This design comes from an exercise in tuning for small area on the open sky130 flow, not from production work. RTL that was checked went through simulation tests only; none was proved equivalent to the original. Only the layout flow was run in runs 3 and 4; the RTL was not checked for function there. No activity file was given, so power comes from the tool's default toggle rates.

==> design/flow/design.v <==
module reset_synch(rst_n, RST_n, clk);
   input RST_n, clk;  
   output reg rst_n; 
   reg q;
   always @(negedge clk, negedge RST_n)begin
          if(!RST_n)begin
            q<=0;
            rst_n<=0;
          end  
          else begin
            q<=1;
            rst_n<=q;
          end  
   end        
endmodule              
module pwm(PWM_sig, duty, cntr, rst_n, clk);
  output reg PWM_sig;
  input clk, rst_n;
  input [9:0] duty;
  input [9:0] cntr;
  always @(posedge clk, negedge rst_n)
    if (!rst_n) PWM_sig <= 1'b0;
    else if (cntr == duty) PWM_sig <= 1'b0;
    else if (&cntr) PWM_sig <= 1'b1;
endmodule
module pwm_cntr(cntr, rst_n, clk);
  output reg [9:0] cntr;
  input clk, rst_n;
  wire [9:0] nxt;
  inc #(10) iINC(.s(nxt), .a(cntr), .ci(1'b1));
  always @(posedge clk, negedge rst_n)
    if (!rst_n) cntr <= 10'h3ff;
    else cntr <= nxt;
endmodule
module motor_cntrl(clk, rst_n, rht, lft, pwm_cnt, fwd_rht, fwd_lft, rev_rht, rev_lft);
input clk, rst_n;
input [10:0] rht, lft;
output [9:0] pwm_cnt;
output logic fwd_rht, fwd_lft, rev_rht, rev_lft;
logic [9:0] in_right, in_left;
logic out_right, out_left;
pwm_cntr iCNT(.cntr(pwm_cnt), .rst_n(rst_n), .clk(clk));
pwm left_pwm(.PWM_sig(out_right), .duty(in_right), .cntr(pwm_cnt), .rst_n(rst_n), .clk(clk));
pwm right_pwm(.PWM_sig(out_left), .duty(in_left), .cntr(pwm_cnt), .rst_n(rst_n), .clk(clk));
assign in_right = rht[9:0];
assign in_left  = lft[9:0];
wire lz = ~|lft;
wire rz = ~|rht;
assign fwd_lft = lz | (~lft[10] & out_left);
assign rev_lft = lz | ( lft[10] & out_left);
assign fwd_rht = rz | (~rht[10] & out_right);
assign rev_rht = rz | ( rht[10] & out_right);
endmodule
module barcode(ID_vld, ID, BC, clr_ID_vld, clk, rst_n);
input logic BC, clr_ID_vld, clk, rst_n;
output logic [7:0] ID;
output logic ID_vld;
localparam IDLE = 3'd0, GTI = 3'd1, WS = 3'd2, SMPL = 3'd3, WH = 3'd4;
logic [2:0] state;
logic BC_filtered, BC_FF0, BC_FF1, BC_FF2, BC_FF3;
logic [21:0] timing_cnt, smpl_cnt;
logic [3:0] bit_cnt;
always @(posedge clk, negedge rst_n)
	if (!rst_n) {BC_FF0, BC_FF1, BC_FF2, BC_FF3} <= 4'hf;
	else {BC_FF0, BC_FF1, BC_FF2, BC_FF3} <= {BC, BC_FF0, BC_FF1, BC_FF2};
always @(posedge clk, negedge rst_n)
	if (!rst_n)
		BC_filtered <= 1'b1;
	else if (BC_FF1 & BC_FF2 & BC_FF3)
		BC_filtered <= 1'b1;
	else if (~(BC_FF1 | BC_FF2 | BC_FF3))
		BC_filtered <= 1'b0;
wire s_idle = (state == IDLE);
wire s_gti  = (state == GTI);
wire s_ws   = (state == WS);
wire s_smpl = (state == SMPL);
wire s_wh   = state[2];
wire smpl_z = ~|smpl_cnt[20:0];
wire [21:0] smpl_nxt = {smpl_cnt[20:0], smpl_cnt[21] ^ smpl_cnt[20] ^ smpl_z};
wire match = (smpl_cnt == timing_cnt);
wire shift = s_smpl & match;
wire tmo   = smpl_cnt[21] & smpl_z;
always @(posedge clk)
	if (s_gti & BC_filtered) timing_cnt <= smpl_cnt;
always @(posedge clk)
	if (s_idle | (s_gti & BC_filtered) | (s_ws & ~BC_filtered)) smpl_cnt <= 22'h0;
	else smpl_cnt <= smpl_nxt;
wire [3:0] bit_inc;
inc #(4) iINC(.s(bit_inc), .a(bit_cnt), .ci(shift));
always @(posedge clk)
	if (s_idle | s_gti) bit_cnt <= 4'h0;
	else bit_cnt <= bit_inc;
always @(posedge clk, negedge rst_n)
	if (!rst_n)
		state <= IDLE;
	else case (state)
		IDLE: if (~BC_filtered) state <= GTI;
		GTI:  if (BC_filtered) state <= WS;
		WS:   if (bit_cnt[3] | tmo) state <= IDLE;
		      else if (~BC_filtered) state <= SMPL;
		SMPL: if (match) state <= WH;
		default: if (BC_filtered) state <= WS;
	endcase
always @(posedge clk, negedge rst_n)
	if (!rst_n)
		ID <= 8'hFF;
	else if (clr_ID_vld)
		ID <= 8'hFF;
	else if (shift)
		ID <= {ID[6:0], BC_filtered};
always @(posedge clk, negedge rst_n)
	if (!rst_n)
		ID_vld <= 1'b0;
	else if (clr_ID_vld)
		ID_vld <= 1'b0;
	else if (~|ID[7:6])
		ID_vld <= 1'b1;
endmodule
module uart_rcv(rx_rdy, rx_data, clk, rst_n, RX);
	output reg [7:0] rx_data;
	output reg rx_rdy;
	input clk, rst_n, RX;
	reg rx_nr, rx_rd;
	reg [11:0] baud_cnt;
	reg [3:0] bit_cnt;
	reg [1:0] state;		 
	wire idle  = ~state[0] & ~state[1];
	wire first = state[0];
	wire rest  = state[1];
	wire [11:0] baud_nxt = {baud_cnt[10:0], ~(baud_cnt[11] ^ baud_cnt[7] ^ baud_cnt[1] ^ baud_cnt[0])};
	wire half = ((baud_cnt & 12'h7bf) == 12'h7ad);
	wire full = ((baud_cnt & 12'hff7) == 12'h586);
	wire done = bit_cnt[3] & bit_cnt[1];	 
	wire shift = (first & half) | (rest & ~done & full);
	always @(posedge clk, negedge rst_n)
		if (!rst_n) begin
			rx_nr <= 1'b1;
			rx_rd <= 1'b1;
		end else begin
			rx_nr <= RX;
			rx_rd <= rx_nr;
		end
	wire [3:0] bit_inc;
	inc #(4) iINC(.s(bit_inc), .a(bit_cnt), .ci(shift));
	always @(posedge clk)
		if (idle) bit_cnt <= 4'h0;
		else bit_cnt <= bit_inc;
	always @(posedge clk)
		if (idle | shift) baud_cnt <= 12'h000;
		else baud_cnt <= baud_nxt;
	always @(posedge clk)
		if (shift & ~(bit_cnt[3] & bit_cnt[0]))
			rx_data <= {rx_rd, rx_data[7:1]};
	always @(posedge clk, negedge rst_n)
		if (!rst_n) state <= 2'b00;
		else if (idle) state <= {1'b0, ~rx_rd};
		else if (first) state <= {half, ~half};
		else state <= {~done, 1'b0};
	always @(posedge clk, negedge rst_n)
		if (!rst_n) rx_rdy <= 1'b0;
		else rx_rdy <= rest & done;
endmodule
module A2D_intf(cnv_cmplt, res, a2d_SS_n, SCLK, MOSI, clk, rst_n, strt_cnv, chnnl, MISO);
output logic cnv_cmplt, a2d_SS_n, SCLK, MOSI;
output logic [11:0] res;
input logic clk, rst_n, strt_cnv, MISO;
input logic [2:0] chnnl;
logic [10:0] cnt;
logic [15:0] shft_reg;
wire idle = cnt[10] & cnt[9];
wire last = cnt[10] & ~cnt[9];
wire fin  = last & cnt[1] & cnt[0];
wire start = idle & strt_cnv;
wire shift = (cnt[4:0] == 5'd30);
wire [10:0] cnt_inc;
inc #(11) iINC(.s(cnt_inc), .a(cnt), .ci(1'b1));
assign a2d_SS_n = idle ? ~strt_cnv : fin;
assign SCLK = cnt[4];
assign MOSI = shft_reg[15];
assign res = ~shft_reg[11:0];
always @(posedge clk, negedge rst_n)
	if (!rst_n)
		cnt <= 11'h7ff;
	else if (a2d_SS_n)
		cnt <= 11'h7ff;
	else
		cnt <= cnt_inc;
always @(posedge clk, negedge rst_n)
	if (!rst_n)
		shft_reg[15] <= 1'b0;
	else if (start)
		shft_reg[15] <= 1'b0;
	else if (shift)
		shft_reg[15] <= shft_reg[14];
always @(posedge clk)
	if (start)
		shft_reg[14:0] <= {1'b0, chnnl, 11'h000};
	else if (shift)
		shft_reg[14:0] <= {shft_reg[13:0], MISO};
always @(posedge clk)
	if (strt_cnv)
		cnv_cmplt <= 1'b0;
	else if (fin)
		cnv_cmplt <= 1'b1;
endmodule
module alu(sum, sat, a, b, inv, cin);
  output [15:0] sum;		 
  output [11:0] sat;		 
  input [15:0] a, b;
  input inv, cin;
  rca #(16) iADD(.s(sum), .a(a), .b(b ^ {16{inv}}), .ci(cin));
  assign sat = (~sum[15] & |sum[14:11]) ? 12'h7ff :
               ( sum[15] & ~&sum[14:11]) ? 12'h800 : sum[11:0];
endmodule
module rca #(parameter W = 16) (s, a, b, ci);
  output [W-1:0] s;
  input [W-1:0] a, b;
  input ci;
  wire [W:0] c;
  assign c[0] = ci;
  genvar k;
  generate for (k = 0; k < W; k = k + 1) begin : fa
    assign s[k] = a[k] ^ b[k] ^ c[k];
    assign c[k+1] = (a[k] & b[k]) | (c[k] & (a[k] ^ b[k]));
  end endgenerate
endmodule
module inc #(parameter W = 8) (s, a, ci);
  output [W-1:0] s;
  input [W-1:0] a;
  input ci;
  wire [W:0] c;
  assign c[0] = ci;
  genvar k;
  generate for (k = 0; k < W; k = k + 1) begin : ha
    assign s[k] = a[k] ^ c[k];
    assign c[k+1] = a[k] & c[k];
  end endgenerate
endmodule
module motion(addr, strt_cnv, lft, rht, IR_out_en, IR_mid_en, IR_in_en, res, cnv_cmplt, go, pwm_cnt, clk, rst_n);
output reg [10:0] lft, rht;
output [2:0] addr;
output strt_cnv, IR_out_en, IR_mid_en, IR_in_en;
input [11:0] res;
input [9:0] pwm_cnt;
input cnv_cmplt, go, clk, rst_n;
localparam IDLE = 3'd0, TW = 3'd1, CW = 3'd2, CI = 3'd3, CALC = 3'd4;
reg [2:0] state;
reg [12:0] tmr;
reg [2:0] chnnl;
reg [1:0] itg_cnt;
reg [10:0] Fwd;
reg [15:0] Accum;
reg [11:0] Intgrl;
reg [13:0] Error;
wire s_idle = (state == IDLE);
wire s_tw   = (state == TW);
wire s_cw   = (state == CW);
wire s_ci   = (state == CI);
wire s_calc = state[2];
wire ch5 = chnnl[2] & chnnl[0];
wire cnv_done = s_cw & cnv_cmplt;
wire itg = s_ci & (&itg_cnt);
wire [12:0] tmr_nxt = {tmr[11:0], ~(tmr[12] ^ tmr[10] ^ tmr[8] ^ tmr[7])};
wire tmr32   = ((tmr & 13'h285) == 13'h081);
wire tmr4096 = ((tmr & 13'hdff) == 13'h05a);
wire [7:0] tk = {tmr[6] & ~tmr[7], tmr[5] & ~tmr[6], tmr[4] & ~tmr[5], tmr[3] & ~tmr[4],
                 tmr[2] & ~tmr[3], tmr[1] & ~tmr[2], tmr[0] & ~tmr[1], ~tmr[0]};
assign strt_cnv = s_tw & (chnnl[0] ? tmr32 : tmr4096);
wire [15:0] sum;
wire [11:0] sat;
wire t0 = s_calc & tk[0];
wire t1 = s_calc & tk[1];
wire t2 = s_calc & tk[2];
wire t3 = s_calc & tk[3];
wire tF = s_calc & (tk[4] | tk[6]);	 
wire tR = s_calc & (tk[5] | tk[7]);	 
wire t45 = s_calc & tmr[3] & ~tmr[5];	 
wire [11:0] E = Error[11:0];
wire [11:0] I = Intgrl;
wire [15:0] opA = ({16{s_tw | s_cw | t1 | tR}} & Accum) |
                  ({16{s_ci}} & {{4{Intgrl[11]}}, Intgrl}) |
                  ({16{tF}} & {5'b0, Fwd}) |
                  ({16{t0}} & {{1{E[11]}}, E, 3'b000}) |
                  ({16{t2}} & {{1{I[11]}}, I, 3'b000}) |
                  ({16{t3}} & {{6{Accum[15]}}, Accum[14:5]});
wire rep = strt_cnv & ((~chnnl[2] & chnnl[1] & chnnl[0]) | (chnnl[2] & ~chnnl[1] & ~chnnl[0]));
wire [13:0] res_sc = (s_cw & chnnl[2]) ? {res, 2'b00} : {2'b00, res};
wire [15:0] opB = ({16{cnv_done | rep}} & {2'b00, res_sc}) |
                  ({16{s_ci}} & {{8{E[11]}}, E[11:4]}) |
                  ({16{t1}} & {{10{E[11]}}, E[11:6]}) |
                  ({16{t2}} & {{4{I[11]}}, I}) |
                  ({16{t0 | t3 | tF}} & {{2{Error[13]}}, Error});	 
wire inv = (s_cw & chnnl[0]) | (rep & chnnl[2]) | t0 | t1 | t2 | t45;
wire cin = (s_cw & chnnl[0]) | (rep & chnnl[2]) | t0 | (t1 & ~|E[5:0]) | t2 | t45;
alu iALU(.sum(sum), .sat(sat), .a(opA), .b(opB), .inv(inv), .cin(cin));
wire PWM_sig = ~pwm_cnt[7] | (~|pwm_cnt[6:4] & ~(pwm_cnt[3] & pwm_cnt[2] & (pwm_cnt[1] | pwm_cnt[0])));
always @(posedge clk, negedge rst_n)
	if (!rst_n)
		state <= IDLE;
	else case (state)
		IDLE: if (go) state <= TW;
		TW:   if (strt_cnv) state <= CW;
		CW:   if (cnv_cmplt) state <= ch5 ? CI : TW;
		CI:   state <= CALC;
		default: if (tk[7]) state <= IDLE;
	endcase
always @(posedge clk)
	if (s_idle | s_ci | (cnv_done & ~chnnl[0]))
		tmr <= 13'h0;
	else
		tmr <= tmr_nxt;
always @(posedge clk, negedge rst_n)
	if (!rst_n)
		chnnl <= 3'h0;
	else if (s_idle & go)
		chnnl <= 3'h0;
	else if (cnv_done & ~ch5)
		chnnl <= chnnl + 1'b1;
always @(posedge clk, negedge rst_n)
	if (!rst_n)
		itg_cnt <= 2'b00;
	else if (s_calc & tk[7])
		itg_cnt <= itg_cnt + 1'b1;
wire [10:0] Fwd_inc;
inc #(11) iFWD(.s(Fwd_inc), .a(Fwd), .ci(itg & ~&Fwd[10:8]));
always @(posedge clk)
	if (~go)
		Fwd <= 11'h000;
	else
		Fwd <= Fwd_inc;
always @(posedge clk)
	Accum <= sum;
always @(posedge clk)
	if (cnv_done & ch5)
		Error <= {{2{sat[11]}}, sat};
	else if (t1)
		Error <= sum[14:1];
	else if (t3)
		Error <= sum[13:0];
always @(posedge clk, negedge rst_n)
	if (!rst_n)
		Intgrl <= 12'h000;
	else if (itg)
		Intgrl <= sat;
wire [10:0] drv = sat[11:1];
wire [9:0] drv_mag;
inc #(10) iMAG(.s(drv_mag), .a(drv[9:0] ^ {10{drv[10]}}), .ci(drv[10]));
wire [10:0] drv_sm = {drv[10], drv_mag};
always @(posedge clk, negedge rst_n)
	if (!rst_n)
		rht <= 11'h000;
	else if (!go)
		rht <= 11'h000;
	else if (s_calc & tk[5])
		rht <= drv_sm;
always @(posedge clk, negedge rst_n)
	if (!rst_n)
		lft <= 11'h000;
	else if (!go)
		lft <= 11'h000;
	else if (s_calc & tk[7])
		lft <= drv_sm;
assign addr = (chnnl == 3'b000) ? 3'b001:
              (chnnl == 3'b001) ? 3'b000:
              (chnnl == 3'b010) ? 3'b100:
              (chnnl == 3'b011) ? 3'b010:
              (chnnl == 3'b100) ? 3'b011:
              3'b111;
wire IR_en = (s_idle & go) | s_tw | (s_cw & ~(chnnl[0] & cnv_cmplt));
assign IR_in_en  = IR_en & ~chnnl[2] & ~chnnl[1] & PWM_sig;
assign IR_mid_en = IR_en & ~chnnl[2] &  chnnl[1] & PWM_sig;
assign IR_out_en = IR_en &  chnnl[2] & PWM_sig;
endmodule
module cmd_intf(buzz, buzz_n, go, in_transit, clr_ID_vld, ID, ID_vld, cmd_rdy, OK2Move, cmd, clk, rst_n);
output logic go, in_transit, clr_ID_vld, buzz, buzz_n;
input [7:0] cmd, ID;
input ID_vld, cmd_rdy, OK2Move, clk, rst_n;
logic [12:0] count;
logic [5:0] dest_ID;
wire buzz_en = in_transit & ~OK2Move;
wire c6250 = &{count[12], count[11], count[6], count[5], count[3], count[1]};
wire c6249 = &{count[12], count[11], count[6], count[5], count[3], count[0]};
wire [12:0] count_inc;
inc #(13) iINC(.s(count_inc), .a(count), .ci(buzz_en));
always @(posedge clk, negedge rst_n)
	if (!rst_n)
		count <= 13'h0000;
	else if (buzz_en & c6250)
		count <= 13'h0000;
	else
		count <= count_inc;
always @(posedge clk, negedge rst_n)
	if (!rst_n)
		buzz <= 1'b0;
	else
		buzz <= buzz_en & (buzz ^ c6249);
assign buzz_n = ~buzz;
wire go_cmd   = cmd_rdy & ~cmd[7] &  cmd[6];
wire stop_cmd = cmd_rdy & ~cmd[7] & ~cmd[6];
wire at_dest  = ID_vld & (ID[5:0] == dest_ID);
always @(posedge clk, negedge rst_n)
	if (!rst_n)
		in_transit <= 1'b0;
	else
		in_transit <= go_cmd | (in_transit & ~stop_cmd & ~at_dest);
always @(posedge clk)
	if (go_cmd)
		dest_ID <= cmd[5:0];
assign clr_ID_vld = in_transit & ID_vld & (~cmd_rdy | cmd[7]);
assign go = in_transit & OK2Move;
endmodule
module dig_core(clk,rst_n,cmd_rdy,cmd,lft,rht,buzz,buzz_n,
                in_transit,OK2Move,ID,clr_ID_vld,ID_vld,cnv_cmplt,strt_cnv,
                chnnl,A2D_res,IR_in_en,IR_mid_en,go,IR_out_en,led,pwm_cnt);
  input clk,rst_n;
  input cmd_rdy;
  input [7:0] cmd;
  input OK2Move;
  input [7:0] ID;
  input ID_vld;
  input cnv_cmplt;
  input [11:0] A2D_res;
  input [9:0] pwm_cnt;
  output [10:0] lft,rht;
  output buzz,buzz_n;
  output in_transit;
  output clr_ID_vld;
  output strt_cnv;
  output [2:0] chnnl;
  output IR_in_en,IR_mid_en,IR_out_en;
  output [7:0] led;
  output go;
  assign led = 8'h00;
  cmd_intf cmd_cntrl(.buzz(buzz), .buzz_n(buzz_n), .go(go), .in_transit(in_transit),
                     .clr_ID_vld(clr_ID_vld), .ID(ID), .ID_vld(ID_vld), .cmd_rdy(cmd_rdy),
                     .OK2Move(OK2Move), .cmd(cmd), .clk(clk), .rst_n(rst_n));
  motion motion_cntrl(.addr(chnnl), .strt_cnv(strt_cnv), .lft(lft), .rht(rht),
                      .IR_out_en(IR_out_en), .IR_mid_en(IR_mid_en), .IR_in_en(IR_in_en),
                      .res(A2D_res), .cnv_cmplt(cnv_cmplt), .go(go), .pwm_cnt(pwm_cnt),
                      .clk(clk), .rst_n(rst_n));
endmodule
module Follower(clk,RST_n,led,a2d_SS_n,SCLK,MISO,MOSI,rev_rht,
                rev_lft,fwd_rht,fwd_lft,IR_in_en,IR_mid_en,IR_out_en,
				in_transit,OK2Move,buzz,buzz_n,BC,RX);
  input clk,RST_n;			 
  input MISO;				 
  input BC;					 
  input OK2Move;			 
  input RX;					 
  output [7:0] led;				 
  output a2d_SS_n,SCLK,MOSI;	 
  output rev_rht,fwd_rht;		 
  output rev_lft,fwd_lft;		 
  output IR_in_en,IR_mid_en,IR_out_en;	 
  output buzz,buzz_n;			 
  output in_transit;			 
  wire [10:0] lft, rht;
  wire [7:0] cmd;
  wire [7:0] ID;
  wire [11:0] A2D_res;
  wire [2:0] chnnl;
  wire [9:0] pwm_cnt;
  wire cmd_rdy, ID_vld, clr_ID_vld;
  wire cnv_cmplt, strt_cnv, go;
  wire rst_n;
  reset_synch iRST(.clk(clk), .RST_n(RST_n), .rst_n(rst_n));
  dig_core iCORE(.clk(clk),.rst_n(rst_n),.cmd_rdy(cmd_rdy),.cmd(cmd),.led(led),
                 .lft(lft),.rht(rht),.buzz(buzz),.buzz_n(buzz_n),.in_transit(in_transit),
                 .OK2Move(OK2Move),.ID(ID),.clr_ID_vld(clr_ID_vld),.ID_vld(ID_vld),
                 .strt_cnv(strt_cnv),.cnv_cmplt(cnv_cmplt),.chnnl(chnnl),.A2D_res(A2D_res),
                 .go(go),.pwm_cnt(pwm_cnt),
                 .IR_in_en(IR_in_en),.IR_mid_en(IR_mid_en),.IR_out_en(IR_out_en));
  uart_rcv iCMD(.clk(clk),.rst_n(rst_n),.RX(RX),.rx_rdy(cmd_rdy),.rx_data(cmd));
  motor_cntrl iMTR(.clk(clk), .rst_n(rst_n), .lft(lft), .rht(rht), .pwm_cnt(pwm_cnt),
                   .fwd_lft(fwd_lft), .rev_lft(rev_lft), .fwd_rht(fwd_rht), .rev_rht(rev_rht));
  barcode iBC(.clk(clk),.rst_n(rst_n),.BC(BC),.ID_vld(ID_vld),.clr_ID_vld(clr_ID_vld),
              .ID(ID));
  A2D_intf iA2D(.clk(clk),.rst_n(rst_n),.strt_cnv(strt_cnv),.cnv_cmplt(cnv_cmplt),.chnnl(chnnl),
                .res(A2D_res),.a2d_SS_n(a2d_SS_n),.SCLK(SCLK),.MOSI(MOSI),.MISO(MISO));
endmodule
==> design/flow/flow/run.sh <==
#!/bin/bash
# Layout flow: the standard flow (standard synthesis unchanged), with
#  - the port buffers made with the smallest buffer (buf_1) instead of the default,
#  - clock tree synthesis with clkbuf_8 leaf clusters of at most 16 sinks and no
#    dummy loads.
# Every tool's output goes to standard.log in this folder (ORFS also keeps its own
# per-step logs under orfs/logs).
set -o pipefail
CTS="-sink_clustering_enable -repair_clock_nets -sink_clustering_size 16 -sink_clustering_max_diameter 90 -buf_list sky130_fd_sc_hd__clkbuf_8 -dont_use_dummy_load"
bash standard.sh "BUFFER_PORTS_ARGS=-buffer_cell sky130_fd_sc_hd__buf_1" "CTS_ARGS=$CTS" finish > standard.log 2>&1
==> design/flow/standard.sh <==
#!/bin/bash
# synth_recipe.tcl (not shown) runs the flow's synth.tcl, then flattens the netlist and writes it again
# the make line also repeats each setting of config.mk as NAME=value (left out here)
make -C /OpenROAD-flow-scripts/flow DESIGN_CONFIG=/design/flow/config.mk WORK_HOME=/design/flow/orfs CLKGATE_MAP_FILE= SYNTH_SCRIPT=/design/flow/synth_recipe.tcl "${@:-finish}"
==> design/flow/config.mk <==
export PLATFORM = sky130hd
export DESIGN_NAME = Follower
export DESIGN_NICKNAME = Follower
export VERILOG_FILES = /design/flow/design.v
export SDC_FILE = /design/flow/constraint.sdc
export NUM_CORES = 4
export LEC_CHECK = 0
export CAP_MARGIN = 20
export CORE_MARGIN = 2
export CORE_UTILIZATION = 50
export GPL_ROUTABILITY_DRIVEN = 0
export SLEW_MARGIN = 20
==> design/flow/constraint.sdc <==
create_clock -name core_clock -period 20.0 [get_ports {clk}]
set_input_delay 4.0000 -clock core_clock [delete_from_list [all_inputs] [get_ports {clk}]]
set_output_delay 4.0000 -clock core_clock [all_outputs]
set_load 0.01 [all_outputs]
==> run_summary.xml, run 1 <==
<?xml version="1.0" encoding="UTF-8"?>
<metrics>
  <group name="status">
    <metric name="status" unit="">no timing/DRC/antenna violations</metric>
  </group>
  <group name="power_and_ir_drop">
    <metric name="vdd_drop_max" unit="µV">98.48</metric>
    <metric name="power.sequential.fraction" unit="%">65.0</metric>
    <metric name="leakage" unit="nW">5.298</metric>
    <metric name="power_switching_share" unit="%">24.38</metric>
    <metric name="clock_power_share" unit="%">27.3</metric>
    <metric name="cellPowerDensity" unit="nW/µm²">71.94</metric>
    <metric name="switchingPower" unit="mW">0.2169</metric>
    <metric name="p_int" unit="mW">0.6730</metric>
    <metric name="comb_power_share" unit="%">7.7</metric>
  </group>
  <group name="critical_path">
    <metric name="ff2ff_setup_slack" unit="ns">8.45</metric>
    <metric name="worst_setup_path_start_kind" unit="">input port</metric>
    <metric name="worst-endpoint-arrival" unit="ns">4.11</metric>
    <metric name="r2r-end" unit="">iCORE.motion_cntrl.Intgrl[8]$_DFFE_PN0P_</metric>
    <metric name="worst_r2r_startpoint" unit="">iRST.rst_n$_DFF_NN0_</metric>
    <metric name="cell_type_group_with_the_largest_total_delay_on_the_critical_path" unit="">buffers and inverters</metric>
    <metric name="timing.critical_path.slowest_stage_cell" unit="">sky130_fd_sc_hd__buf_1</metric>
    <metric name="timing_worst_setup_path_type" unit="">input port to async pin</metric>
    <metric name="worst-endpoint-required" unit="ns">10.81</metric>
    <metric name="critPathMaxFanout" unit="">2</metric>
    <metric name="critical_path.startpoint" unit="">RST_n</metric>
    <metric name="cp_cell_sequence" unit="">buf_1</metric>
    <metric name="setup.worst_path.end_class" unit="">async pin</metric>
    <metric name="cp_slowest_stage_delay" unit="ns">0.11</metric>
    <metric name="rr_worst_depth" unit="">2</metric>
    <metric name="critical_path.n_buffers_inverters" unit="">1</metric>
  </group>
  <group name="global_route">
    <metric name="use_met1" unit="%">30.21</metric>
    <metric name="use_met3" unit="%">3.312</metric>
    <metric name="grt_overflow" unit="">0</metric>
    <metric name="global_route.peak_usage_layer" unit="">met2</metric>
    <metric name="track_usage" unit="%">20.59</metric>
    <metric name="first_global_vias" unit="">7616</metric>
    <metric name="first_pass_grt_wire_length" unit="µm">40630</metric>
    <metric name="grt.met2_usage" unit="%">31.59</metric>
    <metric name="grt_antenna_before_repair" unit="">0</metric>
    <metric name="grt_max_degree" unit="">62</metric>
  </group>
  <group name="floorplanning">
    <metric name="die_x" unit="µm">157.7</metric>
    <metric name="design.portCount" unit="">27</metric>
    <metric name="die-area" unit="µm²">24860</metric>
    <metric name="floorplan.initialDensity" unit="%">50.61</metric>
    <metric name="fp-row-count" unit="">56</metric>
    <metric name="core_area" unit="µm²">23330</metric>
    <metric name="dieHeight" unit="µm">157.7</metric>
  </group>
  <group name="clocking">
    <metric name="tritoncts" unit="">built</metric>
    <metric name="cts.htree.levels" unit="">1</metric>
    <metric name="post-cts-setup-buffers" unit="">0</metric>
    <metric name="cts_root_buffer" unit="">sky130_fd_sc_hd__clkbuf_8</metric>
    <metric name="holdBufCountCts" unit="">0</metric>
    <metric name="cts-buffers-inserted" unit="">19</metric>
    <metric name="clkTransAtPathRegs" unit="ns">0.06</metric>
    <metric name="worstSkewPairLatency" unit="ns">0.52</metric>
    <metric name="clock_sinks" unit="">253</metric>
    <metric name="cts_buffer_depth" unit="">3</metric>
    <metric name="ctsResizeCount" unit="">0</metric>
  </group>
  <group name="layout">
    <metric name="layoutNonFillerInstCount" unit="">1423</metric>
    <metric name="fillerInstances" unit="">2106</metric>
    <metric name="antenna_diode_count" unit="">0</metric>
    <metric name="design.final.nets" unit="">1188</metric>
    <metric name="flow.area_growth_from_synthesis" unit="%">4.757</metric>
    <metric name="top_regs" unit="">iBC.smpl_cnt (22), iBC.timing_cnt (22)</metric>
    <metric name="fraction_of_layout_instances_using_a_drive_strength_above_1" unit="%">6.703</metric>
  </group>
  <group name="route">
    <metric name="drt-wirelength-per-cell" unit="µm">17.59</metric>
    <metric name="detailedRoute.firstPassIterationCount" unit="">7</metric>
    <metric name="postRouteAntennaNets" unit="">0</metric>
    <metric name="route.final.wire_length" unit="µm">25030</metric>
    <metric name="drc_errors" unit="">0</metric>
    <metric name="viasPerCell" unit="">5.562</metric>
    <metric name="num_vias" unit="">7915</metric>
    <metric name="drt_iter0_markers" unit="">579</metric>
  </group>
  <group name="logic_synthesis">
    <metric name="synthesized_area_per_cell" unit="µm²">10.63</metric>
    <metric name="ys_dominant_reg_cell" unit="">sky130_fd_sc_hd__dfxtp_1</metric>
    <metric name="synthesis.area" unit="µm²">11810</metric>
    <metric name="synth_cells" unit="">1111</metric>
    <metric name="yosys_warnings" unit="">8</metric>
    <metric name="synth.lib_cells_used.distinct" unit="">66</metric>
    <metric name="postSynth.asyncResetShare" unit="%">41.50</metric>
    <metric name="synth_enable_flop_cells" unit="">53</metric>
    <metric name="ys_ff_latch" unit="">253</metric>
    <metric name="yosysSeqAreaShare" unit="%">52.21</metric>
  </group>
  <group name="hold_path">
    <metric name="holdCritStartpoint" unit="">iRST.q$_DFF_NN0_</metric>
    <metric name="hold_end" unit="">iRST.rst_n$_DFF_NN0_</metric>
    <metric name="holdPathStages" unit="">0</metric>
    <metric name="hold_class" unit="">flop to flop</metric>
  </group>
  <group name="placement">
    <metric name="dpl.cell_count" unit="">1404</metric>
    <metric name="detailedPlacementHpwl" unit="µm">17690</metric>
    <metric name="port-buffer-count" unit="">18</metric>
  </group>
  <group name="timing">
    <metric name="report.final.hold_viol_count" unit="">0</metric>
    <metric name="final-setup-viol-count" unit="">0</metric>
    <metric name="setup-tns-final" unit="ns">0</metric>
    <metric name="fin_skew" unit="ns">0.02166</metric>
    <metric name="grt_setup_unrepaired" unit="">no</metric>
    <metric name="worst_pin_slew" unit="ns">1.025</metric>
    <metric name="worst_slew_margin_rel" unit="%">31.67</metric>
    <metric name="slew_viol_final" unit="">0</metric>
  </group>
  <group name="job">
    <metric name="maxCapViolCount" unit="">0</metric>
  </group>
</metrics>
cell usage in the layout, fill, tap and decap left out, types with 4 or more instances in the layout:
cell	count
sky130_fd_sc_hd__and3b_1	5
sky130_fd_sc_hd__edfxtp_1	53
sky130_fd_sc_hd__and2_1	27
sky130_fd_sc_hd__a211oi_1	11
sky130_fd_sc_hd__nand2b_1	14
sky130_fd_sc_hd__o21ai_0	23
sky130_fd_sc_hd__inv_1	31
sky130_fd_sc_hd__a21boi_0	4
sky130_fd_sc_hd__mux2i_1	20
sky130_fd_sc_hd__nand3_1	16
sky130_fd_sc_hd__nor3_1	11
sky130_fd_sc_hd__conb_1	9
sky130_fd_sc_hd__a21oi_1	71
sky130_fd_sc_hd__buf_1	18
sky130_fd_sc_hd__o221ai_1	12
sky130_fd_sc_hd__dfstp_2	36
sky130_fd_sc_hd__dfxtp_1	95
sky130_fd_sc_hd__a221oi_1	9
sky130_fd_sc_hd__nor2_1	52
sky130_fd_sc_hd__nor2b_1	48
sky130_fd_sc_hd__a31oi_1	7
sky130_fd_sc_hd__nand2_1	156
sky130_fd_sc_hd__clkbuf_8	19
sky130_fd_sc_hd__o21a_1	4
sky130_fd_sc_hd__buf_4	6
sky130_fd_sc_hd__nor4_1	19
sky130_fd_sc_hd__a222oi_1	15
sky130_fd_sc_hd__and3_1	15
sky130_fd_sc_hd__a22oi_1	7
sky130_fd_sc_hd__nand4_1	15
sky130_fd_sc_hd__dfrtp_1	67
sky130_fd_sc_hd__xor2_1	36
sky130_fd_sc_hd__xnor2_1	41
sky130_fd_sc_hd__ha_1	61
sky130_fd_sc_hd__fa_1	15
sky130_fd_sc_hd__a21o_1	13
final cells by class:
cell class | count | area, µm² | area share, %
Clock buffer | 19 | 261.5 | 2.114
Inverter | 32 | 121.4 | 0.9811
Timing Repair Buffer | 24 | 112.6 | 0.9103
Tap cell | 319 | 399.1 | 3.226
Multi-Input combinational cell | 776 | 5310 | 42.93
Sequential cell | 253 | 6166 | 49.84
through the flow:
stage	cell area (µm²)	util, %	hold WS [ns]	total power, mW	setup WS [ns]
final	12370	53.02	0.3076	0.8899	6.703
after global routing	12370	53.02	0.3221	0.9325	6.682
after CTS	12370	53.00	0.3094	0.9027	6.714
after detailed placement	12110	51.88	0.3086	0.6587	6.163
after global placement	12110	51.88	0.3041	0.6579	6.171
after floorplan	11840	-	0.2917	0.6395	6.304
power by group through the flow:
stage	clock network, mW	logic (mW)	registers [mW]
floorplan	0	0.0559	0.584
global placement	0	0.0696	0.588
detailed placement	0	0.0696	0.589
global route	0.272	0.0780	0.583
finish	0.243	0.0685	0.579
CTS	0.254	0.0702	0.579
cells in the mapped netlist, types with 8 or more instances:
cell type                  number  share of area [%]
sky130_fd_sc_hd__a211oi_1      12               0.76
sky130_fd_sc_hd__a21o_1        13               0.83
sky130_fd_sc_hd__a21oi_1       71                3.0
sky130_fd_sc_hd__a221oi_1       9               0.67
sky130_fd_sc_hd__a222oi_1      15                1.3
sky130_fd_sc_hd__and2_1        27                1.4
sky130_fd_sc_hd__and3_1        15               0.79
sky130_fd_sc_hd__buf_4          8               0.51
sky130_fd_sc_hd__clkbuf_1      42                1.3
sky130_fd_sc_hd__dfrtp_1       67                 14
sky130_fd_sc_hd__dfstp_2       36                8.0
sky130_fd_sc_hd__dfxtp_1       95                 16
sky130_fd_sc_hd__edfxtp_1      53                 13
sky130_fd_sc_hd__fa_1          15                2.5
sky130_fd_sc_hd__ha_1          61                6.5
sky130_fd_sc_hd__inv_1         31               0.99
sky130_fd_sc_hd__mux2i_1       20                1.7
sky130_fd_sc_hd__nand2_1      156                5.0
sky130_fd_sc_hd__nand2b_1      14               0.74
sky130_fd_sc_hd__nand3_1       16               0.68
sky130_fd_sc_hd__nand4_1       15               0.79
sky130_fd_sc_hd__nor2_1        52                1.7
sky130_fd_sc_hd__nor2b_1       48                2.5
sky130_fd_sc_hd__nor3_1        12               0.51
sky130_fd_sc_hd__nor4_1        19                1.0
sky130_fd_sc_hd__o21ai_0       23               0.97
sky130_fd_sc_hd__o221ai_1      12               0.89
sky130_fd_sc_hd__xnor2_1       41                3.0
sky130_fd_sc_hd__xor2_1        36                2.7
worst max-delay path by stage:
stage | to | slack (ns) | cells past startpoint
floorplan | iRST.q$_DFF_NN0_ | 6.30 | 0
detailed placement | iRST.rst_n$_DFF_NN0_ | 6.16 | 1
global placement | iRST.q$_DFF_NN0_ | 6.17 | 1
CTS | iRST.rst_n$_DFF_NN0_ | 6.71 | 1
finish | iRST.rst_n$_DFF_NN0_ | 6.70 | 1
global route | iRST.q$_DFF_NN0_ | 6.68 | 1
logic make-up (layout without fill, tap and decap cells):
kind of cell | after synthesis | after routing | share of synthesized area [%]
buffers and inverters | 89 | 75 | 3.157
multiplexers | 20 | 20 | 1.695
flip-flops | 253 | 253 | 52.21
XOR/XNOR | 79 | 79 | 6.050
AND/OR/NAND/NOR | 396 | 396 | 16.58
adder cells (fa/ha/maj) | 76 | 76 | 9.006
AO/OA/AOI/OAI | 196 | 196 | 11.23
other | 2 | 9 | 0.06360
metal layers:
metal / up-vias / wire length, µm
met2: 196 / 11130
met3: 46 / 1397
met4: 0 / 605
met1: 3827 / 11900
met5: - / 0
li1: 3846 / -
==> inputs of run 2 (changes only) <==
--- a/design/flow/config.mk
+++ b/design/flow/config.mk
@@ -7,6 +7,6 @@
 export LEC_CHECK = 0
 export CAP_MARGIN = 20
 export CORE_MARGIN = 2
-export CORE_UTILIZATION = 50
-export GPL_ROUTABILITY_DRIVEN = 0
+export CORE_UTILIZATION = 60
+export PLACE_DENSITY = 0.8
 export SLEW_MARGIN = 20
==> run 2 against run 1 <==
- highest routed layer unchanged
- flip-flop and latch count is the same
- global-route usage rose by 4.0 points
- first-iteration DRC count rose by 29%
==> run_summary.xml, run 2 <==
<?xml version="1.0" encoding="UTF-8"?>
<metrics>
  <group name="logic_synthesis">
    <metric name="synth.lib_cells_used.distinct" unit="">66</metric>
    <metric name="yosysSeqAreaShare" unit="%">52.21</metric>
    <metric name="synth.largest_area_cell" unit="">sky130_fd_sc_hd__dfxtp_1</metric>
    <metric name="synth_top_cell_area_share" unit="%">16.11</metric>
    <metric name="synthesis.area" unit="µm²">11810</metric>
    <metric name="yosys.cell_count.top_type" unit="">sky130_fd_sc_hd__nand2_1</metric>
    <metric name="synth.top_cells.by_count" unit="">sky130_fd_sc_hd__nand2_1, sky130_fd_sc_hd__dfxtp_1, sky130_fd_sc_hd__a21oi_1</metric>
    <metric name="synth.area.top_cells" unit="">sky130_fd_sc_hd__dfxtp_1, sky130_fd_sc_hd__dfrtp_1, sky130_fd_sc_hd__edfxtp_1</metric>
    <metric name="synth_cells" unit="">1111</metric>
    <metric name="synth_enable_flop_cells" unit="">53</metric>
    <metric name="ys_dominant_reg_cell" unit="">sky130_fd_sc_hd__dfxtp_1</metric>
    <metric name="synthesized_area_per_cell" unit="µm²">10.63</metric>
    <metric name="ys_ff_latch" unit="">253</metric>
    <metric name="postSynth.asyncResetShare" unit="%">41.50</metric>
    <metric name="yosys_warnings" unit="">8</metric>
  </group>
  <group name="route">
    <metric name="num_vias" unit="">8157</metric>
    <metric name="viasPerCell" unit="">5.963</metric>
    <metric name="detailedRoute.firstPassIterationCount" unit="">10</metric>
    <metric name="drt-wirelength-per-cell" unit="µm">17.87</metric>
    <metric name="postRouteAntennaNets" unit="">0</metric>
    <metric name="drc_errors" unit="">0</metric>
    <metric name="drt_iter0_markers" unit="">748</metric>
    <metric name="route.final.wire_length" unit="µm">24450</metric>
  </group>
  <group name="timing">
    <metric name="grt_setup_unrepaired" unit="">no</metric>
    <metric name="report.final.hold_viol_count" unit="">0</metric>
    <metric name="worst_slew_margin_rel" unit="%">31.99</metric>
    <metric name="setup-tns-final" unit="ns">0</metric>
    <metric name="worst_pin_slew" unit="ns">1.020</metric>
    <metric name="fin_skew" unit="ns">0.02762</metric>
    <metric name="slew_viol_final" unit="">0</metric>
    <metric name="final-setup-viol-count" unit="">0</metric>
    <metric name="fin_ws" unit="ns">6.683</metric>
  </group>
  <group name="floorplanning">
    <metric name="die-area" unit="µm²">20820</metric>
    <metric name="dieHeight" unit="µm">144.3</metric>
    <metric name="fp-row-count" unit="">51</metric>
    <metric name="floorplan.initialDensity" unit="%">60.87</metric>
    <metric name="core_area" unit="µm²">19400</metric>
    <metric name="design.portCount" unit="">27</metric>
    <metric name="die_x" unit="µm">144.3</metric>
  </group>
  <group name="hold_path">
    <metric name="holdPathStages" unit="">0</metric>
    <metric name="hold_class" unit="">flop to flop</metric>
  </group>
  <group name="layout">
    <metric name="design.final.nets" unit="">1187</metric>
    <metric name="final_common_cell" unit="">sky130_fd_sc_hd__nand2_1</metric>
    <metric name="fillerInstances" unit="">1622</metric>
    <metric name="fraction_of_layout_instances_using_a_drive_strength_above_1" unit="%">6.709</metric>
    <metric name="final_core_utilization" unit="%">63.42</metric>
    <metric name="flow.area_growth_from_synthesis" unit="%">4.185</metric>
    <metric name="commonest_cells_after_routing_fill_and_taps_aside" unit="">sky130_fd_sc_hd__nand2_1, sky130_fd_sc_hd__dfxtp_1, sky130_fd_sc_hd__a21oi_1</metric>
    <metric name="top_regs" unit="">iBC.smpl_cnt (22), iBC.timing_cnt (22)</metric>
    <metric name="antenna_diode_count" unit="">0</metric>
  </group>
  <group name="global_route">
    <metric name="track_usage" unit="%">24.55</metric>
    <metric name="use_met1" unit="%">34.76</metric>
    <metric name="grt_overflow" unit="">0</metric>
    <metric name="first_global_vias" unit="">8021</metric>
    <metric name="first_pass_grt_wire_length" unit="µm">40610</metric>
    <metric name="global_route.peak_usage_layer" unit="">met2</metric>
    <metric name="grt_antenna_before_repair" unit="">0</metric>
    <metric name="use_met3" unit="%">3.841</metric>
    <metric name="grt.met2_usage" unit="%">39.09</metric>
    <metric name="grt_max_degree" unit="">65</metric>
  </group>
  <group name="clocking">
    <metric name="cts_root_buffer" unit="">sky130_fd_sc_hd__clkbuf_8</metric>
    <metric name="cts-buffers-inserted" unit="">19</metric>
    <metric name="tritoncts" unit="">built</metric>
    <metric name="clock_sinks" unit="">253</metric>
    <metric name="worstSkewPairLatency" unit="ns">0.52</metric>
    <metric name="clkTransAtPathRegs" unit="ns">0.06</metric>
    <metric name="holdBufCountCts" unit="">0</metric>
    <metric name="post-cts-setup-buffers" unit="">0</metric>
    <metric name="ctsResizeCount" unit="">0</metric>
    <metric name="cts.htree.levels" unit="">1</metric>
    <metric name="cts_buffer_depth" unit="">3</metric>
  </group>
  <group name="critical_path">
    <metric name="timing.critical_path.slowest_stage_cell" unit="">sky130_fd_sc_hd__buf_1</metric>
    <metric name="worst-endpoint-arrival" unit="ns">4.11</metric>
    <metric name="worst_setup_path_start_kind" unit="">input port</metric>
    <metric name="ff2ff_setup_slack" unit="ns">8.38</metric>
    <metric name="worst_r2r_startpoint" unit="">iCORE.motion_cntrl.tmr[3]$_SDFF_PP0_</metric>
    <metric name="worst_setup_path_endpoint" unit="">iRST.q$_DFF_NN0_</metric>
    <metric name="cell_type_group_with_the_largest_total_delay_on_the_critical_path" unit="">buffers and inverters</metric>
    <metric name="critical_path.n_buffers_inverters" unit="">1</metric>
    <metric name="cp_cell_sequence" unit="">buf_1</metric>
    <metric name="timing.critical_path.depth" unit="">1</metric>
    <metric name="critical_path.startpoint" unit="">RST_n</metric>
    <metric name="worst-endpoint-required" unit="ns">10.80</metric>
    <metric name="cp_slowest_stage_delay" unit="ns">0.11</metric>
    <metric name="timing_worst_setup_path_type" unit="">input port to async pin</metric>
    <metric name="rr_worst_depth" unit="">37</metric>
    <metric name="r2r-end" unit="">iCORE.motion_cntrl.lft[9]$_DFFE_PN0P_</metric>
    <metric name="setup.worst_path.end_class" unit="">async pin</metric>
    <metric name="critPathMaxFanout" unit="">2</metric>
  </group>
  <group name="placement">
    <metric name="detailedPlacementHpwl" unit="µm">17570</metric>
    <metric name="finalWeightedCongestion" unit="">0.9267</metric>
    <metric name="placement.setup.worst_slack" unit="ns">6.156</metric>
    <metric name="port-buffer-count" unit="">18</metric>
  </group>
  <group name="power_and_ir_drop">
    <metric name="cellPowerDensity" unit="nW/µm²">71.78</metric>
    <metric name="leakage" unit="nW">5.293</metric>
    <metric name="vdd_drop_max" unit="µV">79.41</metric>
  </group>
  <group name="status">
    <metric name="status" unit="">no timing/DRC/antenna violations</metric>
  </group>
  <group name="job">
    <metric name="maxCapViolCount" unit="">0</metric>
  </group>
</metrics>
[run 2: per-layer routing]
metal,vias up,wire length [µm]
met5,-,0
met1,3945,10550
met2,303,11580
li1,3845,-
met3,64,1611
met4,0,703
[run 2: report_power, final]
part | internal, mW | switching, mW | total, mW
Clock | 0.0858 | 0.150 | 0.236
Combinational | 0.0297 | 0.0389 | 0.0686
Sequential | 0.557 | 0.0211 | 0.578
[run 2: worst min path at each step]
stage	from	endpoint
after detailed placement	iRST.q$_DFF_NN0_	iRST.rst_n$_DFF_NN0_
after global placement	iRST.q$_DFF_NN0_	iRST.rst_n$_DFF_NN0_
final	iRST.q$_DFF_NN0_	iRST.rst_n$_DFF_NN0_
after global routing	iRST.q$_DFF_NN0_	iRST.rst_n$_DFF_NN0_
after floorplan	iRST.q$_DFF_NN0_	iRST.rst_n$_DFF_NN0_
after CTS	iRST.q$_DFF_NN0_	iRST.rst_n$_DFF_NN0_
[run 2: cell type report]
cell class | instances | area (µm²) | share of cell area, %
flip-flops and latches | 253 | 6166 | 50.12
multi-input cells | 776 | 5318 | 43.22
repair buffers | 23 | 105.1 | 0.8543
inverters | 32 | 121.4 | 0.9865
clock buffers | 19 | 261.5 | 2.126
well taps | 265 | 331.6 | 2.695
[run 2: stage by stage]
step           power (mW)  cell area (µm²)  std cells  hold WS (ns)
2_1_floorplan      0.6395            11840       1118        0.2917
3_5_place_dp       0.6583            12030       1348        0.3098
3_3_place_gp       0.6553            12020       1348        0.3044
6_report           0.8830            12300       1368        0.3073
5_1_grt            0.9251            12300       1368        0.3162
4_1_cts            0.8922            12290       1367        0.3101
[run 2: logic make-up (layout without fill, tap and decap cells)]
| logic type | count (synthesis) | in the layout | share of synthesized area (%) |
|---|---|---|---|
| adders and majority gates | 76 | 76 | 9.006 |
| DFF | 253 | 253 | 52.21 |
| and+or+nand+nor | 396 | 396 | 16.58 |
| buffers and inverters | 89 | 74 | 3.157 |
| xor gates and xnor gates | 79 | 79 | 6.050 |
| muxes | 20 | 20 | 1.695 |
| AOI/OAI and AO/OA | 196 | 196 | 11.23 |
| other | 2 | 9 | 0.06360 |
==> inputs of run 3 (changes only) <==
--- a/design/flow/design.v
+++ b/design/flow/design.v
@@ -170,13 +170,15 @@
 wire idle = cnt[10] & cnt[9];
 wire last = cnt[10] & ~cnt[9];
 wire fin  = last & cnt[1] & cnt[0];
-wire start = idle & strt_cnv;
 wire shift = (cnt[4:0] == 5'd30);
 wire [10:0] cnt_inc;
 inc #(11) iINC(.s(cnt_inc), .a(cnt), .ci(1'b1));
 assign a2d_SS_n = idle ? ~strt_cnv : fin;
 assign SCLK = cnt[4];
-assign MOSI = shft_reg[15];
+wire [3:0] nsh = cnt_inc[8:5];	 
+wire cmd_phase = ~idle & ~cnt_inc[10] & ~cnt_inc[9];
+wire cmd_bit = ((nsh == 4'd2) & chnnl[2]) | ((nsh == 4'd3) & chnnl[1]) | ((nsh == 4'd4) & chnnl[0]);
+assign MOSI = cmd_phase ? cmd_bit : shft_reg[15];
 assign res = ~shft_reg[11:0];
 always @(posedge clk, negedge rst_n)
 	if (!rst_n)
@@ -188,14 +190,10 @@
 always @(posedge clk, negedge rst_n)
 	if (!rst_n)
 		shft_reg[15] <= 1'b0;
-	else if (start)
-		shft_reg[15] <= 1'b0;
 	else if (shift)
 		shft_reg[15] <= shft_reg[14];
 always @(posedge clk)
-	if (start)
-		shft_reg[14:0] <= {1'b0, chnnl, 11'h000};
-	else if (shift)
+	if (shift)
 		shft_reg[14:0] <= {shft_reg[13:0], MISO};
 always @(posedge clk)
 	if (strt_cnv)
==> run 3 against run 2 <==
- still clean on timing, DRC and antenna
- non-clock buffer count is 5 higher
- synthesized cell count is 4.2% lower
- flip-flop and latch count stayed put
- setup slack better by 0.0095 ns
- critical endpoint unchanged
- largest cell class unchanged
==> run_summary.xml, run 3 <==
<?xml version="1.0" encoding="UTF-8"?>
<metrics>
  <group name="status">
    <metric name="status" unit="">no timing/DRC/antenna violations</metric>
  </group>
  <group name="logic_synthesis">
    <metric name="postSynth.asyncResetShare" unit="%">41.50</metric>
    <metric name="synth.top_cells.by_count" unit="">sky130_fd_sc_hd__nand2_1, sky130_fd_sc_hd__dfxtp_1, sky130_fd_sc_hd__dfrtp_1</metric>
    <metric name="synth.area.top_cells" unit="">sky130_fd_sc_hd__edfxtp_1, sky130_fd_sc_hd__dfrtp_1, sky130_fd_sc_hd__dfxtp_1</metric>
    <metric name="synth_enable_flop_cells" unit="">65</metric>
    <metric name="synthesized_area_per_cell" unit="µm²">11.11</metric>
    <metric name="synth_cells" unit="">1064</metric>
    <metric name="ys_ff_latch" unit="">253</metric>
    <metric name="ys_dominant_reg_cell" unit="">sky130_fd_sc_hd__dfxtp_1</metric>
    <metric name="synthesis.area" unit="µm²">11820</metric>
    <metric name="synth_top_cell_area_share" unit="%">16.51</metric>
    <metric name="synth.largest_area_cell" unit="">sky130_fd_sc_hd__edfxtp_1</metric>
    <metric name="synth.lib_cells_used.distinct" unit="">68</metric>
    <metric name="yosys_warnings" unit="">8</metric>
    <metric name="yosys.cell_count.top_type" unit="">sky130_fd_sc_hd__nand2_1</metric>
    <metric name="yosysSeqAreaShare" unit="%">53.18</metric>
  </group>
  <group name="floorplanning">
    <metric name="fp-row-count" unit="">51</metric>
    <metric name="die-area" unit="µm²">20840</metric>
    <metric name="core_area" unit="µm²">19400</metric>
    <metric name="dieHeight" unit="µm">144.4</metric>
    <metric name="floorplan.initialDensity" unit="%">60.93</metric>
    <metric name="design.portCount" unit="">27</metric>
    <metric name="die_x" unit="µm">144.4</metric>
  </group>
  <group name="global_route">
    <metric name="track_usage" unit="%">22.87</metric>
    <metric name="grt_overflow" unit="">0</metric>
    <metric name="grt_max_degree" unit="">67</metric>
    <metric name="first_pass_grt_wire_length" unit="µm">38210</metric>
    <metric name="grt_antenna_before_repair" unit="">0</metric>
    <metric name="first_global_vias" unit="">7653</metric>
  </group>
  <group name="clocking">
    <metric name="ctsResizeCount" unit="">0</metric>
    <metric name="tritoncts" unit="">built</metric>
    <metric name="worstSkewPairLatency" unit="ns">0.52</metric>
    <metric name="holdBufCountCts" unit="">0</metric>
    <metric name="post-cts-setup-buffers" unit="">0</metric>
    <metric name="clkTransAtPathRegs" unit="ns">0.06</metric>
    <metric name="cts_root_buffer" unit="">sky130_fd_sc_hd__clkbuf_8</metric>
    <metric name="clock_sinks" unit="">253</metric>
    <metric name="cts.htree.levels" unit="">1</metric>
    <metric name="cts-buffers-inserted" unit="">19</metric>
    <metric name="cts_buffer_depth" unit="">3</metric>
  </group>
  <group name="critical_path">
    <metric name="cp_cell_sequence" unit="">buf_1</metric>
    <metric name="cp_slowest_stage_delay" unit="ns">0.11</metric>
    <metric name="worst_setup_path_start_kind" unit="">input port</metric>
    <metric name="timing.critical_path.slowest_stage_cell" unit="">sky130_fd_sc_hd__buf_1</metric>
    <metric name="setup.worst_path.end_class" unit="">async pin</metric>
    <metric name="cell_type_group_with_the_largest_total_delay_on_the_critical_path" unit="">buffers and inverters</metric>
    <metric name="timing_worst_setup_path_type" unit="">input port to async pin</metric>
    <metric name="critical_path.n_buffers_inverters" unit="">1</metric>
    <metric name="worst-endpoint-arrival" unit="ns">4.11</metric>
    <metric name="worst-endpoint-required" unit="ns">10.80</metric>
    <metric name="critPathMaxFanout" unit="">2</metric>
  </group>
  <group name="timing">
    <metric name="fin_ws" unit="ns">6.693</metric>
    <metric name="worst_pin_slew" unit="ns">1.130</metric>
    <metric name="report.final.hold_viol_count" unit="">0</metric>
    <metric name="grt_setup_unrepaired" unit="">no</metric>
    <metric name="fin_skew" unit="ns">0.02103</metric>
    <metric name="final-setup-viol-count" unit="">0</metric>
    <metric name="worst_slew_margin_rel" unit="%">24.49</metric>
    <metric name="setup-tns-final" unit="ns">0</metric>
    <metric name="slew_viol_final" unit="">0</metric>
  </group>
  <group name="layout">
    <metric name="flow.area_growth_from_synthesis" unit="%">4.488</metric>
    <metric name="fraction_of_layout_instances_using_a_drive_strength_above_1" unit="%">8.373</metric>
    <metric name="fillerInstances" unit="">1530</metric>
    <metric name="top_regs" unit="">iBC.smpl_cnt (22), iBC.timing_cnt (22)</metric>
    <metric name="antenna_diode_count" unit="">0</metric>
    <metric name="total_area_of_sequential_cells" unit="µm²">6286</metric>
    <metric name="design.final.nets" unit="">1147</metric>
    <metric name="final_common_cell" unit="">sky130_fd_sc_hd__nand2_1</metric>
    <metric name="commonest_cells_after_routing_fill_and_taps_aside" unit="">sky130_fd_sc_hd__nand2_1, sky130_fd_sc_hd__dfxtp_1, sky130_fd_sc_hd__dfrtp_1</metric>
    <metric name="multi_input_area" unit="µm²">5205</metric>
  </group>
  <group name="placement">
    <metric name="finalWeightedCongestion" unit="">0.9273</metric>
    <metric name="port-buffer-count" unit="">18</metric>
    <metric name="placement.setup.worst_slack" unit="ns">6.154</metric>
    <metric name="detailedPlacementHpwl" unit="µm">16450</metric>
  </group>
  <group name="power_and_ir_drop">
    <metric name="cellPowerDensity" unit="nW/µm²">69.09</metric>
    <metric name="leakage" unit="nW">5.119</metric>
    <metric name="vdd_drop_max" unit="µV">80.33</metric>
  </group>
  <group name="route">
    <metric name="viasPerCell" unit="">5.828</metric>
    <metric name="postRouteAntennaNets" unit="">0</metric>
    <metric name="detailedRoute.firstPassIterationCount" unit="">9</metric>
    <metric name="route.final.wire_length" unit="µm">22890</metric>
    <metric name="drt_iter0_markers" unit="">821</metric>
    <metric name="num_vias" unit="">7739</metric>
    <metric name="drc_errors" unit="">0</metric>
    <metric name="drt-wirelength-per-cell" unit="µm">17.23</metric>
  </group>
  <group name="job">
    <metric name="maxCapViolCount" unit="">0</metric>
  </group>
  <group name="hold_path">
    <metric name="hold_class" unit="">flop to flop</metric>
  </group>
</metrics>
==> run 3: area by class of cell <==
class	instances	share of cell area (%)
well taps	265	2.685
inverters	33	1.003
clock buffers	19	2.117
repair buffers	28	1.155
multi-input cells	730	42.14
flip-flops and latches	253	50.90
==> run 3: path summary, 6_finish.rpt <==
kind / slack (ns) / to / start / depth (start not counted)
max in group core_clock: 8.62 / iCORE.motion_cntrl.lft[9]$_DFFE_PN0P_ / iCORE.motion_cntrl.state[2]$_DFFE_PN0P_ / 33
worst min-delay path: 0.31 / iRST.rst_n$_DFF_NN0_ / iRST.q$_DFF_NN0_ / 0
worst max-delay path: 6.69 / iRST.q$_DFF_NN0_ / RST_n / 1
min in group asynchronous: 10.32 / iCORE.motion_cntrl.lft[4]$_DFFE_PN0P_ / iRST.rst_n$_DFF_NN0_ / 1
worst max register to register: 8.41 / iCORE.cmd_cntrl.buzz$_DFF_PN0_ / iRST.rst_n$_DFF_NN0_ / 2
worst min register to register: 0.31 / iRST.rst_n$_DFF_NN0_ / iRST.q$_DFF_NN0_ / 0
==> run 3: through the flow <==
stage	utilization [%]	hold slack [ns]	std cells	power, mW	instance area (µm²)
5_1_grt	63.67	0.3100	1328	0.8884	12350
3_5_place_dp	62.32	0.2983	1309	0.6290	12090
2_1_floorplan	-	0.2917	1071	0.6151	11850
3_3_place_gp	62.32	0.3040	1309	0.6259	12090
6_report	63.67	0.3067	1328	0.8533	12350
4_1_cts	63.67	0.3085	1328	0.8606	12350
==> run 3: layer usage <==
| layer | up-vias | global-route usage, % | wire [µm] | share of wire, % |
|---|---|---|---|---|
| met5 | - | 0 | 0 | 0 |
| met4 | 0 | 7.511 | 653 | 2.9 |
| met3 | 49 | 3.742 | 1425 | 6.2 |
| met2 | 258 | 36.44 | 10430 | 46 |
| met1 | 3701 | 32.24 | 10380 | 45 |
| li1 | 3731 | - | - | - |
==> run 3: report_power, final <==
part / switching (mW) / internal [mW] / total (mW) / leakage [nW]
clock network: 0.150 / 0.0858 / 0.236 / 0.137
logic: 0.0252 / 0.0260 / 0.0512 / 2.37
registers: 0.0173 / 0.549 / 0.567 / 2.61
==> run 3: kinds of logic (layout without fill, tap and decap cells) <==
| kind of cell | count (synthesis) | in the layout | share of synthesized area [%] |
|---|---|---|---|
| and+or+nand+nor | 365 | 365 | 15.75 |
| DFF | 253 | 253 | 53.18 |
| AOI/OAI and AO/OA | 177 | 177 | 10.88 |
| buffers and inverters | 88 | 80 | 3.133 |
| xor gates and xnor gates | 81 | 81 | 6.118 |
| adders and majority gates | 76 | 76 | 8.998 |
| muxes | 22 | 22 | 1.874 |
| other | 2 | 9 | 0.06354 |
==> inputs of run 4 (changes only) <==
--- a/design/flow/design.v
+++ b/design/flow/design.v
@@ -118,7 +118,7 @@
 endmodule
 module uart_rcv(rx_rdy, rx_data, clk, rst_n, RX);
 	output reg [7:0] rx_data;
-	output reg rx_rdy;
+	output rx_rdy;
 	input clk, rst_n, RX;
 	reg rx_nr, rx_rd;
 	reg [11:0] baud_cnt;
@@ -156,9 +156,7 @@
 		else if (idle) state <= {1'b0, ~rx_rd};
 		else if (first) state <= {half, ~half};
 		else state <= {~done, 1'b0};
-	always @(posedge clk, negedge rst_n)
-		if (!rst_n) rx_rdy <= 1'b0;
-		else rx_rdy <= rest & done;
+	assign rx_rdy = idle & done;
 endmodule
 module A2D_intf(cnv_cmplt, res, a2d_SS_n, SCLK, MOSI, clk, rst_n, strt_cnv, chnnl, MISO);
 output logic cnv_cmplt, a2d_SS_n, SCLK, MOSI;
@@ -195,11 +193,7 @@
 always @(posedge clk)
 	if (shift)
 		shft_reg[14:0] <= {shft_reg[13:0], MISO};
-always @(posedge clk)
-	if (strt_cnv)
-		cnv_cmplt <= 1'b0;
-	else if (fin)
-		cnv_cmplt <= 1'b1;
+assign cnv_cmplt = idle;
 endmodule
 module alu(sum, sat, a, b, inv, cin);
   output [15:0] sum;		 
==> run 4 against run 3 <==
- still clean on timing, DRC and antenna
- critical path depth unchanged
- critical endpoint is now iRST.rst_n$_DFF_NN0_
- critical path type unchanged
- setup slack got worse by 0.0082 ns
- register-to-register slack worse by 0.25 ns
- clock-buffer cell count unchanged
- die area shrank 0.97%
- utilization down 0.29 points
==> run_summary.xml, run 4 <==
<?xml version="1.0" encoding="UTF-8"?>
<metrics>
  <group name="clocking">
    <metric name="tritoncts" unit="">built</metric>
    <metric name="ctsResizeCount" unit="">0</metric>
    <metric name="clock_sinks" unit="">251</metric>
    <metric name="holdBufCountCts" unit="">0</metric>
    <metric name="cts.htree.levels" unit="">1</metric>
    <metric name="clkTransAtPathRegs" unit="ns">0.06</metric>
    <metric name="worstSkewPairLatency" unit="ns">0.52</metric>
    <metric name="post-cts-setup-buffers" unit="">0</metric>
    <metric name="cts_buffer_depth" unit="">3</metric>
    <metric name="cts_root_buffer" unit="">sky130_fd_sc_hd__clkbuf_8</metric>
    <metric name="cts-buffers-inserted" unit="">19</metric>
  </group>
  <group name="hold_path">
    <metric name="hold_class" unit="">flop to flop</metric>
  </group>
  <group name="placement">
    <metric name="finalWeightedCongestion" unit="">0.9033</metric>
    <metric name="dpl.cell_count" unit="">1292</metric>
    <metric name="detailedPlacementHpwl" unit="µm">15860</metric>
    <metric name="port-buffer-count" unit="">18</metric>
    <metric name="placement.setup.worst_slack" unit="ns">6.156</metric>
    <metric name="dpl-instance-area" unit="µm²">11950</metric>
  </group>
  <group name="floorplanning">
    <metric name="die-area" unit="µm²">20640</metric>
    <metric name="core_area" unit="µm²">19270</metric>
    <metric name="fp-row-count" unit="">51</metric>
    <metric name="floorplan.initialDensity" unit="%">60.72</metric>
    <metric name="design.portCount" unit="">27</metric>
    <metric name="dieHeight" unit="µm">143.7</metric>
    <metric name="die_x" unit="µm">143.7</metric>
  </group>
  <group name="layout">
    <metric name="flow.area_growth_from_synthesis" unit="%">4.384</metric>
    <metric name="layoutNonFillerInstCount" unit="">1311</metric>
    <metric name="fraction_of_layout_instances_using_a_drive_strength_above_1" unit="%">7.457</metric>
    <metric name="top_regs" unit="">iBC.smpl_cnt (22), iBC.timing_cnt (22)</metric>
    <metric name="commonest_cells_after_routing_fill_and_taps_aside" unit="">sky130_fd_sc_hd__nand2_1, sky130_fd_sc_hd__dfxtp_1, sky130_fd_sc_hd__dfrtp_1</metric>
    <metric name="antenna_diode_count" unit="">0</metric>
    <metric name="design.final.nets" unit="">1130</metric>
    <metric name="stdcell_area" unit="µm²">12210</metric>
    <metric name="final_common_cell" unit="">sky130_fd_sc_hd__nand2_1</metric>
    <metric name="fillerInstances" unit="">1565</metric>
  </group>
  <group name="power_and_ir_drop">
    <metric name="vdd_drop_max" unit="µV">89.59</metric>
    <metric name="p_total" unit="mW">0.8887</metric>
    <metric name="cellPowerDensity" unit="nW/µm²">72.76</metric>
    <metric name="leakage" unit="nW">5.056</metric>
  </group>
  <group name="logic_synthesis">
    <metric name="synth_top_cell_area_share" unit="%">16.68</metric>
    <metric name="synth.top_cells.by_count" unit="">sky130_fd_sc_hd__nand2_1, sky130_fd_sc_hd__dfxtp_1, sky130_fd_sc_hd__dfrtp_1</metric>
    <metric name="yosysSeqAreaShare" unit="%">53.34</metric>
    <metric name="ys_ff_latch" unit="">251</metric>
    <metric name="ys_dominant_reg_cell" unit="">sky130_fd_sc_hd__dfxtp_1</metric>
    <metric name="synth_cells" unit="">1047</metric>
    <metric name="synthesized_area_per_cell" unit="µm²">11.18</metric>
    <metric name="synthesis.area" unit="µm²">11700</metric>
    <metric name="synth.area.top_cells" unit="">sky130_fd_sc_hd__edfxtp_1, sky130_fd_sc_hd__dfrtp_1, sky130_fd_sc_hd__dfxtp_1</metric>
    <metric name="synth.lib_cells_used.distinct" unit="">64</metric>
    <metric name="yosys_warnings" unit="">8</metric>
    <metric name="yosys.cell_count.top_type" unit="">sky130_fd_sc_hd__nand2_1</metric>
    <metric name="postSynth.asyncResetShare" unit="%">41.43</metric>
    <metric name="synth.largest_area_cell" unit="">sky130_fd_sc_hd__edfxtp_1</metric>
    <metric name="synth_enable_flop_cells" unit="">65</metric>
  </group>
  <group name="global_route">
    <metric name="grt_max_degree" unit="">57</metric>
    <metric name="first_global_vias" unit="">7244</metric>
    <metric name="grt_overflow" unit="">0</metric>
    <metric name="grt_antenna_before_repair" unit="">0</metric>
    <metric name="track_usage" unit="%">22.34</metric>
    <metric name="first_pass_grt_wire_length" unit="µm">37230</metric>
  </group>
  <group name="route">
    <metric name="viasPerCell" unit="">5.869</metric>
    <metric name="route.final.wire_length" unit="µm">22100</metric>
    <metric name="drc_errors" unit="">0</metric>
    <metric name="postRouteAntennaNets" unit="">0</metric>
    <metric name="num_vias" unit="">7694</metric>
    <metric name="detailedRoute.firstPassIterationCount" unit="">7</metric>
    <metric name="drt_iter0_markers" unit="">677</metric>
    <metric name="drt-wirelength-per-cell" unit="µm">16.86</metric>
  </group>
  <group name="critical_path">
    <metric name="worst_setup_path_start_kind" unit="">input port</metric>
    <metric name="cell_type_group_with_the_largest_total_delay_on_the_critical_path" unit="">buffers and inverters</metric>
    <metric name="critical_path.n_buffers_inverters" unit="">1</metric>
    <metric name="critPathMaxFanout" unit="">2</metric>
    <metric name="worst-endpoint-required" unit="ns">10.79</metric>
    <metric name="timing_worst_setup_path_type" unit="">input port to async pin</metric>
    <metric name="worst-endpoint-arrival" unit="ns">4.11</metric>
    <metric name="cp_cell_sequence" unit="">buf_1</metric>
    <metric name="timing.critical_path.slowest_stage_cell" unit="">sky130_fd_sc_hd__buf_1</metric>
    <metric name="cp_slowest_stage_delay" unit="ns">0.11</metric>
    <metric name="setup.worst_path.end_class" unit="">async pin</metric>
  </group>
  <group name="timing">
    <metric name="grt_setup_unrepaired" unit="">no</metric>
    <metric name="final-setup-viol-count" unit="">0</metric>
    <metric name="worst_pin_slew" unit="ns">0.9960</metric>
    <metric name="fin_skew" unit="ns">0.02853</metric>
    <metric name="worst_slew_margin_rel" unit="%">33.60</metric>
    <metric name="slew_viol_final" unit="">0</metric>
    <metric name="report.final.hold_viol_count" unit="">0</metric>
    <metric name="fin_ws" unit="ns">6.685</metric>
    <metric name="setup-tns-final" unit="ns">0</metric>
  </group>
  <group name="job">
    <metric name="maxCapViolCount" unit="">0</metric>
  </group>
  <group name="status">
    <metric name="status" unit="">no timing/DRC/antenna violations</metric>
  </group>
</metrics>
## run 4: cell count changes after synthesis, moves of 3 or more
| cell | previous run | this run |
|---|---|---|
| sky130_fd_sc_hd__mux2i_1 | 21 | 29 |
| sky130_fd_sc_hd__a31oi_1 | 6 | 10 |
| sky130_fd_sc_hd__nor2b_1 | 46 | 43 |
| sky130_fd_sc_hd__a221oi_2 | 10 | 0 |
| sky130_fd_sc_hd__a21oi_1 | 60 | 45 |
| sky130_fd_sc_hd__nand3_1 | 20 | 15 |
| sky130_fd_sc_hd__a221oi_1 | 11 | 20 |
## run 4: kinds of logic (layout without fill, tap and decap cells)
group           after synthesis  after routing  synth area share [%]
simple gates                357            357                 15.67
flops                       251            251                 53.34
compound gates              165            165                 10.04
buf+inv                      87             79                 3.208
xor+xnor                     80             80                 6.116
fa+ha+maj                    76             76                 9.089
mux                          29             29                 2.481
other cells                   2              9               0.06418
## run 4: where the power goes
part / total [mW] / switching, mW / internal [mW]
sequential: 0.569 / 0.0208 / 0.549
combinational: 0.0830 / 0.0437 / 0.0393
clock: 0.236 / 0.150 / 0.0858
## run 4: routing by layer
metal / track usage (%) / vias up / routed length (µm)
met4: 5.470 / 0 / 427
met1: 33.96 / 3742 / 10270
li1: - / 3678 / -
met2: 34.39 / 239 / 9933
met3: 2.799 / 35 / 1470
met5: 0 / - / 0
## run 4: path summary, 6_finish.rpt
check | from | end | slack (ns) | cells after the start
worst max register to register | iRST.rst_n$_DFF_NN0_ | iCORE.motion_cntrl.state[0]$_DFFE_PN0P_ | 8.16 | 2
worst max-delay path | RST_n | iRST.rst_n$_DFF_NN0_ | 6.68 | 1
worst min register to register | iRST.q$_DFF_NN0_ | iRST.rst_n$_DFF_NN0_ | 0.30 | 0
min in group asynchronous | iRST.rst_n$_DFF_NN0_ | iCORE.motion_cntrl.rht[5]$_DFFE_PN0P_ | 10.26 | 0
worst min-delay path | iRST.q$_DFF_NN0_ | iRST.rst_n$_DFF_NN0_ | 0.30 | 0
max in group core_clock | iCORE.motion_cntrl.chnnl[0]$_DFFE_PN0P_ | iCORE.motion_cntrl.lft[9]$_DFFE_PN0P_ | 8.75 | 39
## run 4: metrics by stage
stage	hold slack, ns	util, %
CTS	0.3031	63.38
global placement	0.3045	62.02
global route	0.3033	63.38
detailed placement	0.3024	62.02
finish	0.3005	63.38
floorplan	0.2917	-
## run 4: cell type report
cell class                      count  area (µm²)  area share (%)
Clock buffer                       19       261.5           2.141
Multi-Input combinational cell    716        5121           41.93
Sequential cell                   251        6241           51.10
Timing Repair Buffer               27       135.1           1.106
Tap cell                          265       331.6           2.715
Inverter                           33       123.9           1.014
